This design comes from an exercise in tuning for small area on the open sky130 flow, not from production work.
Function was checked by simulation only, so behaviour that the tests miss may differ from the original.

Setup of v15:
Design Systolic_Array, start of the top module:
module Systolic_Array #(parameter data_width=8) (
  input  logic                      i_clk     , i_rst,
  input  logic [data_width-1:0]     i_Cell_A1 , i_Cell_A4,i_Cell_A7,
  input  logic [data_width-1:0]     i_Cell_B1 , i_Cell_B2,i_Cell_B3,
  output logic [(data_width*2):0]   o_cell_1  , o_cell_2 , o_cell_3 , o_cell_4 , o_cell_5, o_cell_6 , o_cell_7, o_cell_8, o_cell_9
);
==> flow/config.mk <==
export PLATFORM = sky130hd
export DESIGN_NAME = Systolic_Array
export DESIGN_NICKNAME = Systolic_Array
export VERILOG_FILES = /design/flow/design.v
export SDC_FILE = /design/flow/constraint.sdc
export NUM_CORES = 4
export LEC_CHECK = 0
export CAP_MARGIN = 20
export CORE_MARGIN = 2
export CORE_UTILIZATION = 78
export GPL_TIMING_DRIVEN = 0
export SLEW_MARGIN = 20
==> flow/constraint.sdc <==
create_clock -name core_clock -period 5.2 [get_ports {i_clk}]
set_input_delay 1.0400 -clock core_clock [delete_from_list [all_inputs] [get_ports {i_clk}]]
set_output_delay 1.0400 -clock core_clock [all_outputs]
set_load 0.01 [all_outputs]
standard.sh (not shown) runs the stock make flow with config.mk's settings and CLKGATE_MAP_FILE= SYNTH_SCRIPT=/design/flow/synth_recipe.tcl, a recipe that flattens the netlist after the stock synthesis.
==> flow/flow/run.sh <==
#!/bin/bash
# Layout flow: the standard ORFS flow (standard.sh), with these changes:
#  - synthesis maps the design's SA_* gate modules one-to-one onto library cells
#    (flow/gatemap.tcl, run as ORFS's SYNTH_CANONICALIZE_TCL hook);
#  - ports are buffered with sky130_fd_sc_hd__buf_1;
#  - clock tree: clkbuf_4 buffers, sink clusters of up to CLUSTER sinks, no dummy loads;
#  - the largest buffers and inverters are added to the platform's don't-use list, so that
#    repair builds the reset tree from smaller buffers.
# Each ORFS step writes its full log under orfs/logs/; make's own output goes to flow_make.log.
set -euo pipefail
W=$(pwd)
CLUSTER=9
DIAMETER=50
PLAT_DU=$(make -s -C "$FLOW_HOME" DESIGN_CONFIG="$W/config.mk" WORK_HOME="$W/orfs" print-DONT_USE_CELLS | sed -n 's/^DONT_USE_CELLS: //p')
EXTRA_DU="sky130_fd_sc_hd__buf_8 sky130_fd_sc_hd__buf_12 sky130_fd_sc_hd__buf_16 sky130_fd_sc_hd__bufbuf_8 sky130_fd_sc_hd__bufbuf_16 sky130_fd_sc_hd__bufinv_8 sky130_fd_sc_hd__bufinv_16 sky130_fd_sc_hd__inv_12 sky130_fd_sc_hd__inv_16 sky130_fd_sc_hd__clkinv_16 sky130_fd_sc_hd__clkbuf_16"
bash standard.sh \
  "SYNTH_CANONICALIZE_TCL=$W/flow/gatemap.tcl" \
  "BUFFER_PORTS_ARGS=-buffer_cell sky130_fd_sc_hd__buf_1" \
  "CTS_ARGS=-sink_clustering_enable -repair_clock_nets -buf_list sky130_fd_sc_hd__clkbuf_4 -sink_clustering_size $CLUSTER -sink_clustering_max_diameter $DIAMETER -dont_use_dummy_load" \
  "DONT_USE_CELLS=$PLAT_DU $EXTRA_DU" \
  finish > "$W/flow_make.log" 2>&1
==> flow/flow/gatemap.tcl <==
# Map the design's gate modules (SA_*) one-to-one onto library cells of the same function.
foreach {m c} {
  SA_FA    sky130_fd_sc_hd__fa_1
  SA_HA    sky130_fd_sc_hd__ha_1
  SA_NOR2  sky130_fd_sc_hd__nor2_1
  SA_NAND2 sky130_fd_sc_hd__nand2_1
  SA_AOI21 sky130_fd_sc_hd__a21oi_1
  SA_OAI21 sky130_fd_sc_hd__o21ai_1
  SA_XOR2  sky130_fd_sc_hd__xor2_1
  SA_XNOR2 sky130_fd_sc_hd__xnor2_1
  SA_NOR2B sky130_fd_sc_hd__nor2b_1
  SA_INV   sky130_fd_sc_hd__inv_1
} {
  chtype -map $m $c
  delete $m
}
hierarchy -check -top $::env(DESIGN_NAME)
Looking at the reports, v15 completed the entire flow and the layout it produced met the timing, design-rule and antenna checks.
Setup changes, v15 to v13
- CORE_UTILIZATION changed from 78 to 81
==> comparison <==
The last element of the critical path comes out PE7.o_Cell_Value[16] in one run and PE1.o_Cell_Value[16] in the other, namely in v13 and v15 respectively.
In the flow results for v15 and v13, the number of logic stages on the critical path including buffering is smaller on v15.
Taking v15 as the reference, in v13 final critical-path share of the clock period fell by 0.29 points, synthesized netlist cell count stayed essentially flat, final design instance area without fill held.
Setup slack: v13 vs v15 up 0.015 ns

* * *

## job 2309
Another version of the RTL of Systolic_Array (not shown whole).
Size: roughly 1800 cells after synthesis, about 250 flip-flops, ~200 I/O pins, ~22000 sq um of cells after synthesis.
export LEC_CHECK = 0
export CAP_MARGIN = 20
export CORE_MARGIN = 2
export CORE_UTILIZATION = 78
export GPL_TIMING_DRIVEN = 0
export SLEW_MARGIN = 20
create_clock -name core_clock -period 5.2 [get_ports {i_clk}]
==> flow/flow/run.sh <==
#!/bin/bash
# Layout flow: the standard ORFS flow (standard.sh), with these changes:
#  - synthesis maps the design's SA_* gate modules one-to-one onto library cells
#    (flow/gatemap.tcl, run as ORFS's SYNTH_CANONICALIZE_TCL hook);
#  - ports are buffered with sky130_fd_sc_hd__buf_1;
#  - clock tree: clkbuf_4 buffers, sink clusters of up to CLUSTER sinks, no dummy loads;
#  - the largest buffers and inverters are added to the platform's don't-use list, so that
#    repair builds the reset tree from smaller buffers.
# Each ORFS step writes its full log under orfs/logs/; make's own output goes to flow_make.log.
set -euo pipefail
W=$(pwd)
CLUSTER=8
DIAMETER=40
PLAT_DU=$(make -s -C "$FLOW_HOME" DESIGN_CONFIG="$W/config.mk" WORK_HOME="$W/orfs" print-DONT_USE_CELLS | sed -n 's/^DONT_USE_CELLS: //p')
EXTRA_DU="sky130_fd_sc_hd__buf_6 sky130_fd_sc_hd__buf_8 sky130_fd_sc_hd__buf_12 sky130_fd_sc_hd__buf_16 sky130_fd_sc_hd__bufbuf_8 sky130_fd_sc_hd__bufbuf_16 sky130_fd_sc_hd__bufinv_8 sky130_fd_sc_hd__bufinv_16 sky130_fd_sc_hd__inv_12 sky130_fd_sc_hd__inv_16 sky130_fd_sc_hd__clkinv_16 sky130_fd_sc_hd__clkbuf_16"
bash standard.sh \
  "SYNTH_CANONICALIZE_TCL=$W/flow/gatemap.tcl" \
  "BUFFER_PORTS_ARGS=-buffer_cell sky130_fd_sc_hd__buf_1" \
  "CTS_ARGS=-sink_clustering_enable -repair_clock_nets -buf_list sky130_fd_sc_hd__clkbuf_4 -sink_clustering_size $CLUSTER -sink_clustering_max_diameter $DIAMETER -dont_use_dummy_load" \
  "DONT_USE_CELLS=$PLAT_DU $EXTRA_DU" \
  finish > "$W/flow_make.log" 2>&1
Scripts as last shown in full above: flow/flow/gatemap.tcl
The final layout from job 2309, which completed every stage, passed the timing, design-rule and antenna checks at the end of the flow.
> inputs changed (job 2309 -> job 177)
diff --git a/flow/flow/run.sh b/flow/flow/run.sh
--- a/flow/flow/run.sh
+++ b/flow/flow/run.sh
@@ -11,6 +11,6 @@
 W=$(pwd)
-CLUSTER=8
-DIAMETER=40
+CLUSTER=9
+DIAMETER=50
 PLAT_DU=$(make -s -C "$FLOW_HOME" DESIGN_CONFIG="$W/config.mk" WORK_HOME="$W/orfs" print-DONT_USE_CELLS | sed -n 's/^DONT_USE_CELLS: //p')
-EXTRA_DU="sky130_fd_sc_hd__buf_6 sky130_fd_sc_hd__buf_8 sky130_fd_sc_hd__buf_12 sky130_fd_sc_hd__buf_16 sky130_fd_sc_hd__bufbuf_8 sky130_fd_sc_hd__bufbuf_16 sky130_fd_sc_hd__bufinv_8 sky130_fd_sc_hd__bufinv_16 sky130_fd_sc_hd__inv_12 sky130_fd_sc_hd__inv_16 sky130_fd_sc_hd__clkinv_16 sky130_fd_sc_hd__clkbuf_16"
+EXTRA_DU="sky130_fd_sc_hd__buf_8 sky130_fd_sc_hd__buf_12 sky130_fd_sc_hd__buf_16 sky130_fd_sc_hd__bufbuf_8 sky130_fd_sc_hd__bufbuf_16 sky130_fd_sc_hd__bufinv_8 sky130_fd_sc_hd__bufinv_16 sky130_fd_sc_hd__inv_12 sky130_fd_sc_hd__inv_16 sky130_fd_sc_hd__clkinv_16 sky130_fd_sc_hd__clkbuf_16"
 bash standard.sh \
Findings:
Compared job 2309 against job 177; fraction of the cycle the final worst path needs within noise.
Via count of the first global-routing pass delta (job 2309 -> job 177): insignificant
The global-route wire length before repair on job 2309 is in line with that on job 177.
Job 177 gives less met3 layer usage reported by global route than job 2309 did.
Number of ordinary and repair buffers in the finished layout of job 177 falls short of that of job 2309 slightly.
## Diff of input files: job 4185 against job 177
diff --git a/flow/flow/run.sh b/flow/flow/run.sh
--- a/flow/flow/run.sh
+++ b/flow/flow/run.sh
@@ -5,3 +5,3 @@
 #  - ports are buffered with sky130_fd_sc_hd__buf_1;
-#  - clock tree: clkbuf_4 buffers, sink clusters of up to CLUSTER sinks, no dummy loads;
+#  - clock tree: clkbuf_8 buffers, sink clusters of up to CLUSTER sinks, no dummy loads;
 #  - the largest buffers and inverters are added to the platform's don't-use list, so that
@@ -11,3 +11,3 @@
 W=$(pwd)
-CLUSTER=9
+CLUSTER=17
 DIAMETER=50
@@ -18,3 +18,3 @@
   "BUFFER_PORTS_ARGS=-buffer_cell sky130_fd_sc_hd__buf_1" \
-  "CTS_ARGS=-sink_clustering_enable -repair_clock_nets -buf_list sky130_fd_sc_hd__clkbuf_4 -sink_clustering_size $CLUSTER -sink_clustering_max_diameter $DIAMETER -dont_use_dummy_load" \
+  "CTS_ARGS=-sink_clustering_enable -repair_clock_nets -buf_list sky130_fd_sc_hd__clkbuf_8 -sink_clustering_size $CLUSTER -sink_clustering_max_diameter $DIAMETER -dont_use_dummy_load" \
   "DONT_USE_CELLS=$PLAT_DU $EXTRA_DU" \
==> comparison <==
The met1 track utilization from global routing reported for job 4185 is smaller than that of job 177 by 0.18 points. Job 177 → job 4185: routed wire length now sits higher, highest attainable clock frequency now sits lower, global-route wire length before repair now sits higher, final design utilization now sits higher, number of antenna violations at the first check in global routing now sits lower. Register-to-register slack, job 4185 and job 177: smaller value in job 177. In the flow results for job 4185 and job 177, the share of the clock period used by the worst path after layout is smaller on job 177.

* * *

Another version of the RTL of Systolic_Array (not shown whole).
Size: about 1900 cells after synthesis, about 250 flip-flops, ~0.022 mm^2 of cells after synthesis.
clock: 5.2 ns
lec_check: 0
cap_margin: 20
core_margin: 2
core_utilization: 70
gpl_timing_driven: 0
slew_margin: 20
==> flow/flow/run.sh <==
#!/bin/bash
# Layout flow: the standard ORFS flow, with these changes:
#  - synthesis maps the design's SA_* gate modules one-to-one onto library cells
#    (flow/gatemap.tcl, run as ORFS's SYNTH_CANONICALIZE_TCL hook);
#  - ports are buffered with sky130_fd_sc_hd__buf_1;
#  - clock tree: clkbuf_8 buffers, larger sink clusters, no dummy loads.
# Each ORFS step writes its full log under orfs/logs/; make's own output goes to flow_make.log.
set -euo pipefail
W=$(pwd)
bash standard.sh \
  "SYNTH_CANONICALIZE_TCL=$W/flow/gatemap.tcl" \
  "BUFFER_PORTS_ARGS=-buffer_cell sky130_fd_sc_hd__buf_1" \
  "CTS_ARGS=-sink_clustering_enable -repair_clock_nets -buf_list sky130_fd_sc_hd__clkbuf_8 -sink_clustering_size 15 -sink_clustering_max_diameter 60 -dont_use_dummy_load" \
  finish > "$W/flow_make.log" 2>&1
==> flow/flow/gatemap.tcl <==
# Map the design's gate modules (SA_*) one-to-one onto library cells of the same function.
foreach {m c} {
  SA_FA    sky130_fd_sc_hd__fa_1
  SA_HA    sky130_fd_sc_hd__ha_1
  SA_NOR2  sky130_fd_sc_hd__nor2_1
  SA_NAND2 sky130_fd_sc_hd__nand2_1
  SA_AOI21 sky130_fd_sc_hd__a21oi_1
  SA_OAI21 sky130_fd_sc_hd__o21ai_0
  SA_XOR2  sky130_fd_sc_hd__xor2_1
  SA_XNOR2 sky130_fd_sc_hd__xnor2_1
  SA_NOR2B sky130_fd_sc_hd__nor2b_1
  SA_INV   sky130_fd_sc_hd__inv_1
} {
  chtype -map $m $c
  delete $m
}
hierarchy -check -top $::env(DESIGN_NAME)
The baseline went through all stages and came out clean.
Change:
==> flow/flow/run.sh (replaced) <==
#!/bin/bash
# Layout flow: the standard ORFS flow, with two changes:
#  - synthesis maps the design's SA_* gate modules one-to-one onto library cells
#    (flow/gatemap.tcl, run as ORFS's SYNTH_CANONICALIZE_TCL hook);
#  - ports are buffered with sky130_fd_sc_hd__buf_1.
# Each ORFS step writes its full log under orfs/logs/; make's own output goes to flow_make.log.
set -euo pipefail
W=$(pwd)
bash standard.sh \
  "SYNTH_CANONICALIZE_TCL=$W/flow/gatemap.tcl" \
  "BUFFER_PORTS_ARGS=-buffer_cell sky130_fd_sc_hd__buf_1" \
  finish > "$W/flow_make.log" 2>&1
--- a/flow/config.mk
+++ b/flow/config.mk
@@ -8,5 +8,4 @@
 export CAP_MARGIN = 20
 export CORE_MARGIN = 2
-export CORE_UTILIZATION = 70
-export GPL_TIMING_DRIVEN = 0
+export CORE_UTILIZATION = 55
 export SLEW_MARGIN = 20
The new run went through all stages and came out clean; setup slack improves by 0.063 ns; via count climbs by 2.0%; synthesized area is unchanged; critical path depth stays the same; utilization drops by 13 points; cell count climbs by 12%.
Change:
==> flow/flow/run.sh (replaced) <==
#!/bin/bash
# Layout flow: the standard ORFS flow (standard.sh), with these changes:
#  - synthesis maps the design's SA_* gate modules one-to-one onto library cells
#    (flow/gatemap.tcl, run as ORFS's SYNTH_CANONICALIZE_TCL hook);
#  - ports are buffered with sky130_fd_sc_hd__buf_1;
#  - clock tree: clkbuf_4 buffers, sink clusters of up to CLUSTER sinks, no dummy loads;
#  - the largest buffers and inverters are added to the platform's don't-use list, so that
#    repair builds the reset tree from smaller buffers.
# Each ORFS step writes its full log under orfs/logs/; make's own output goes to flow_make.log.
set -euo pipefail
W=$(pwd)
CLUSTER=10
DIAMETER=50
PLAT_DU=$(make -s -C "$FLOW_HOME" DESIGN_CONFIG="$W/config.mk" WORK_HOME="$W/orfs" print-DONT_USE_CELLS | sed -n 's/^DONT_USE_CELLS: //p')
EXTRA_DU="sky130_fd_sc_hd__buf_8 sky130_fd_sc_hd__buf_12 sky130_fd_sc_hd__buf_16 sky130_fd_sc_hd__bufbuf_8 sky130_fd_sc_hd__bufbuf_16 sky130_fd_sc_hd__bufinv_8 sky130_fd_sc_hd__bufinv_16 sky130_fd_sc_hd__inv_12 sky130_fd_sc_hd__inv_16 sky130_fd_sc_hd__clkinv_16 sky130_fd_sc_hd__clkbuf_16"
bash standard.sh \
  "SYNTH_CANONICALIZE_TCL=$W/flow/gatemap.tcl" \
  "BUFFER_PORTS_ARGS=-buffer_cell sky130_fd_sc_hd__buf_1" \
  "CTS_ARGS=-sink_clustering_enable -repair_clock_nets -buf_list sky130_fd_sc_hd__clkbuf_4 -sink_clustering_size $CLUSTER -sink_clustering_max_diameter $DIAMETER -dont_use_dummy_load" \
  "DONT_USE_CELLS=$PLAT_DU $EXTRA_DU" \
  finish > "$W/flow_make.log" 2>&1
--- a/flow/config.mk
+++ b/flow/config.mk
@@ -8,4 +8,5 @@
 export CAP_MARGIN = 20
 export CORE_MARGIN = 2
-export CORE_UTILIZATION = 55
+export CORE_UTILIZATION = 78
+export GPL_TIMING_DRIVEN = 0
 export SLEW_MARGIN = 20
What happened:
- via count rose by a few percent
- setup slack degrades by 0.15 ns
- die area fell by a quarter to a third
- clock skew rose by 0.036 ns
- count of clock-buffer cells in the layout rose by 1
Change:
==> flow/flow/run.sh (replaced) <==
#!/bin/bash
# Layout flow: the standard ORFS flow, with two changes:
#  - synthesis maps the design's SA_* gate modules one-to-one onto library cells
#    (flow/gatemap.tcl, run as ORFS's SYNTH_CANONICALIZE_TCL hook);
#  - ports are buffered with sky130_fd_sc_hd__buf_1.
# Each ORFS step writes its full log under orfs/logs/; make's own output goes to flow_make.log.
set -euo pipefail
W=$(pwd)
bash standard.sh \
  "SYNTH_CANONICALIZE_TCL=$W/flow/gatemap.tcl" \
  "BUFFER_PORTS_ARGS=-buffer_cell sky130_fd_sc_hd__buf_1" \
  finish > "$W/flow_make.log" 2>&1
--- a/flow/config.mk
+++ b/flow/config.mk
@@ -8,5 +8,6 @@
 export CAP_MARGIN = 20
 export CORE_MARGIN = 2
-export CORE_UTILIZATION = 78
+export CORE_UTILIZATION = 65
+export CTS_BUF_LIST = sky130_fd_sc_hd__clkbuf_4
 export GPL_TIMING_DRIVEN = 0
 export SLEW_MARGIN = 20
Maximum frequency went up slightly.
Wire length is lower by a few percent.
Via count shrinks by a few percent.
Global-route usage came out lower by 5.4 points.
Sequential share of layout area drops by 0.86 points.
Setup slack improves by 0.065 ns.
Final cell count is higher by a few percent.
Non-clock buffer count fell by 11.

-- re-timing with driven ports --
How much do the figures lean on ideal ports? The routed layouts below were timed once more, with nothing changed but the port constraints.
Step 1 (the two cells are an assumption about what drives the block):
set clk [get_ports {i_clk}]
set_driving_cell -lib_cell sky130_fd_sc_hd__clkbuf_16 $clk
set_driving_cell -lib_cell sky130_fd_sc_hd__buf_2 [delete_from_list [all_inputs] $clk]
Step 2 times the ports against the registers' clock, not the clock port: input delays grow and output delays shrink by t, the midpoint of the rising clock arrivals with the driver on.
Three values: ideal, step 1, step 2; two values: the first two.
run	t (ns)	setup WS [ns]	worst hold slack (ns)	worst slew at a driven data input, ns
v15	0.707	0.227 / 0.257 / -0.450	0.344 / 0.322 / 0.416	0.04
v13	0.698	0.243 / 0.254 / -0.432	0.372 / 0.343 / 0.392	0.05
job 2309	0.704	0.150 / 0.168 / -0.533	0.401 / 0.385 / 0.401	0.06
job 177	0.692	0.156 / 0.167 / -0.521	0.401 / 0.377 / 0.402	0.06
job 4185	0.577	0.130 / 0.156 / -0.420	0.411 / 0.411 / 0.411	0.07
the first run of note 3	0.641	0.293 / 0.293 / -0.302	0.402 / 0.376 / 0.402	0.04
the second run of note 3	0.629	0.356 / 0.356 / -0.235	0.403 / 0.403 / 0.403	0.04
the third run of note 3	0.700	0.210 / 0.210 / -0.443	0.417 / 0.417 / 0.417	0.04
the fourth run of note 3	0.802	0.275 / 0.308 / -0.494	0.283 / 0.251 / 0.418	0.03
With both steps, setup timing fails in every run listed, where it was met with ideal ports. For the fourth run of note 3, which loses most, drivers alone change the setup slack by +0.033 ns; drivers and shift together by -0.769 ns.
